This is an optimization exercise on Yosys and OpenROAD, whose aim is small area and a short achievable clock period, not a production implementation. The RTL was checked by simulation tests, not by an equivalence proof against the original design.

==> inputs of branch onyx <==
Design opo_locking, start of the top module:
module opo_locking #(
	parameter integer CART_LENGTH = 24,
	parameter integer SINUSOID_LENGTH = 16,
	parameter integer ADC_LENGTH = 14,
	parameter integer COUNTER_LENGTH = 32,
	parameter integer UPPERBOUND_COUNTOUT = 15,
	parameter integer LOWERBOUND_COUNTOUT = 6
)(
input wire [ADC_LENGTH-1:0]adc_dat_a_i,
input wire [ADC_LENGTH-1:0]adc_dat_b_i,
input wire clk,
input wire user_cntr,
input wire rst,
input wire [COUNTER_LENGTH-1:0]inc_in,
input wire sinc_in,
output wire [CART_LENGTH-1:0]x_out,
output wire [CART_LENGTH-1:0]y_out,
output wire [SINUSOID_LENGTH-1:0]cos_out,
output wire [SINUSOID_LENGTH-1:0]sin_out
);
export LEC_CHECK = 0
export ABC_AREA = 1
export CAP_MARGIN = 20
export CORE_MARGIN = 2
export CORE_UTILIZATION = 40
export SLEW_MARGIN = 20
export SYNTH_MEMORY_MAX_BITS = 65536
create_clock -name core_clock -period 11.0 [get_ports {clk}]
standard.sh (not shown) runs the stock make flow with config.mk's settings and CLKGATE_MAP_FILE= SYNTH_SCRIPT=/design/flow/synth_recipe.tcl, a recipe that flattens the netlist after the stock synthesis.
==> flow/flow/run.sh <==
#!/bin/bash
set -euo pipefail
bash standard.sh SETUP_SLACK_MARGIN=7.0 finish > standard_make.log 2>&1
==> inputs of branch quartz, as changes to branch onyx <==
==> flow/flow/run.sh (replaced) <==
#!/bin/bash
# Standard layout, used to inspect the work folder.
set -e
ls -la > ls.log 2>&1
cat standard.sh > standard_copy.log
bash standard.sh > standard.log 2>&1
==> inputs of branch umber, as changes to branch onyx <==
==> flow/run.sh (new file) <==
#!/bin/bash
# synth_recipe.tcl (not shown) runs the flow's synth.tcl, then flattens the netlist and writes it again
# the make line also repeats each setting of config.mk as NAME=value (left out here)
make -C /OpenROAD-flow-scripts/flow DESIGN_CONFIG=/design/flow/config.mk WORK_HOME=/design/flow/orfs CLKGATE_MAP_FILE= SYNTH_SCRIPT=/design/flow/synth_recipe.tcl finish
removed: flow/flow/run.sh
removed: flow/standard.sh
==> qor summary <==
Final non-clock buffer share: branch umber 2.98%; branch onyx 4.32%; branch quartz 2.98%
WL/cell: branch umber 23.5 um; branch onyx 23.9 um; branch quartz 23.5 um
Endpoint of the most critical register-to-register path: branch umber xy_mul_inst.b_q997; branch onyx xy_mul_inst.b_q1033; branch quartz xy_mul_inst.b_q997
Largest stage delay, worst path: branch umber 1.00 ns; branch onyx 0.54 ns; branch quartz 1.00 ns
Layout buffer count excluding clock buffers: branch umber 292; branch onyx 351; branch quartz 292
Final cell area excluding filler cells: branch umber 86500 sq um; branch onyx 88300 sq um; branch quartz 86500 sq um
Cell Count, Final, Fillers Out: branch umber 13000; branch onyx 13100; branch quartz 13000
Setup bufs post-CTS: branch umber 0; branch onyx 8; branch quartz 0
Status: branch umber finished clean; branch onyx finished clean; branch quartz finished clean
Area delta synth->final: branch umber 9.37%; branch onyx 11.6%; branch quartz 9.37%
Final clock period utilization by the worst path: branch umber 50.9%; branch onyx 36.4%; branch quartz 50.9%
Share of cell area taken by flip-flops and latches: branch umber 18.9%; branch onyx 18.6%; branch quartz 18.9%
Met3 track demand over resource: branch umber 6.82%; branch onyx 6.94%; branch quartz 6.82%
Slack of the worst reg-to-reg path: branch umber 5.40 ns; branch onyx 6.99 ns; branch quartz 5.40 ns
Global-route wire length before repair: branch umber 457 mm; branch onyx 459 mm; branch quartz 457 mm
Number of nets at the end of the flow: branch umber 11500; branch onyx 11600; branch quartz 11500
Sum of met2 wire segment lengths after detailed routing: branch umber 133 mm; branch onyx 135 mm; branch quartz 133 mm
Initial DRC count: branch umber 8001; branch onyx 8612; branch quartz 8001
Footprint of the multi-input gates: branch umber 52900 sq um; branch onyx 53200 sq um; branch quartz 52900 sq um
Req. time, crit path: branch umber 11.63 ns; branch onyx 11.65 ns; branch quartz 11.63 ns

==> separate check: timing with driven ports <==
No port has a modelled driver above. Below, the same layouts with a new extraction and two added sets of constraints.
Step 1: set_driving_cell puts a clkbuf_16 on clk and a buf_2 on each other input, an assumption about the parent block.
Step 2 also shifts input and output timing later by t, the mid clock arrival at the registers, as if the neighbouring blocks saw the same clock.
Slacks: ideal ports / drivers / drivers and shift; pairs: ideal ports / drivers.
run	t (ns)	setup WS [ns]	slew at the worst register clock pin (ns)	worst data-port slew with drivers (ns)
branch onyx	0.843	6.994 / 6.960 / 6.506	0.08 / 0.08	0.15
branch quartz	0.843	5.403 / 5.403 / 5.403	0.08 / 0.08	0.14
branch umber	0.843	5.403 / 5.403 / 5.403	0.08 / 0.08	0.14
After both steps every run listed still meets setup and hold. For branch onyx, which loses most, drivers alone change the setup slack by -0.034 ns; drivers and shift together by -0.488 ns.
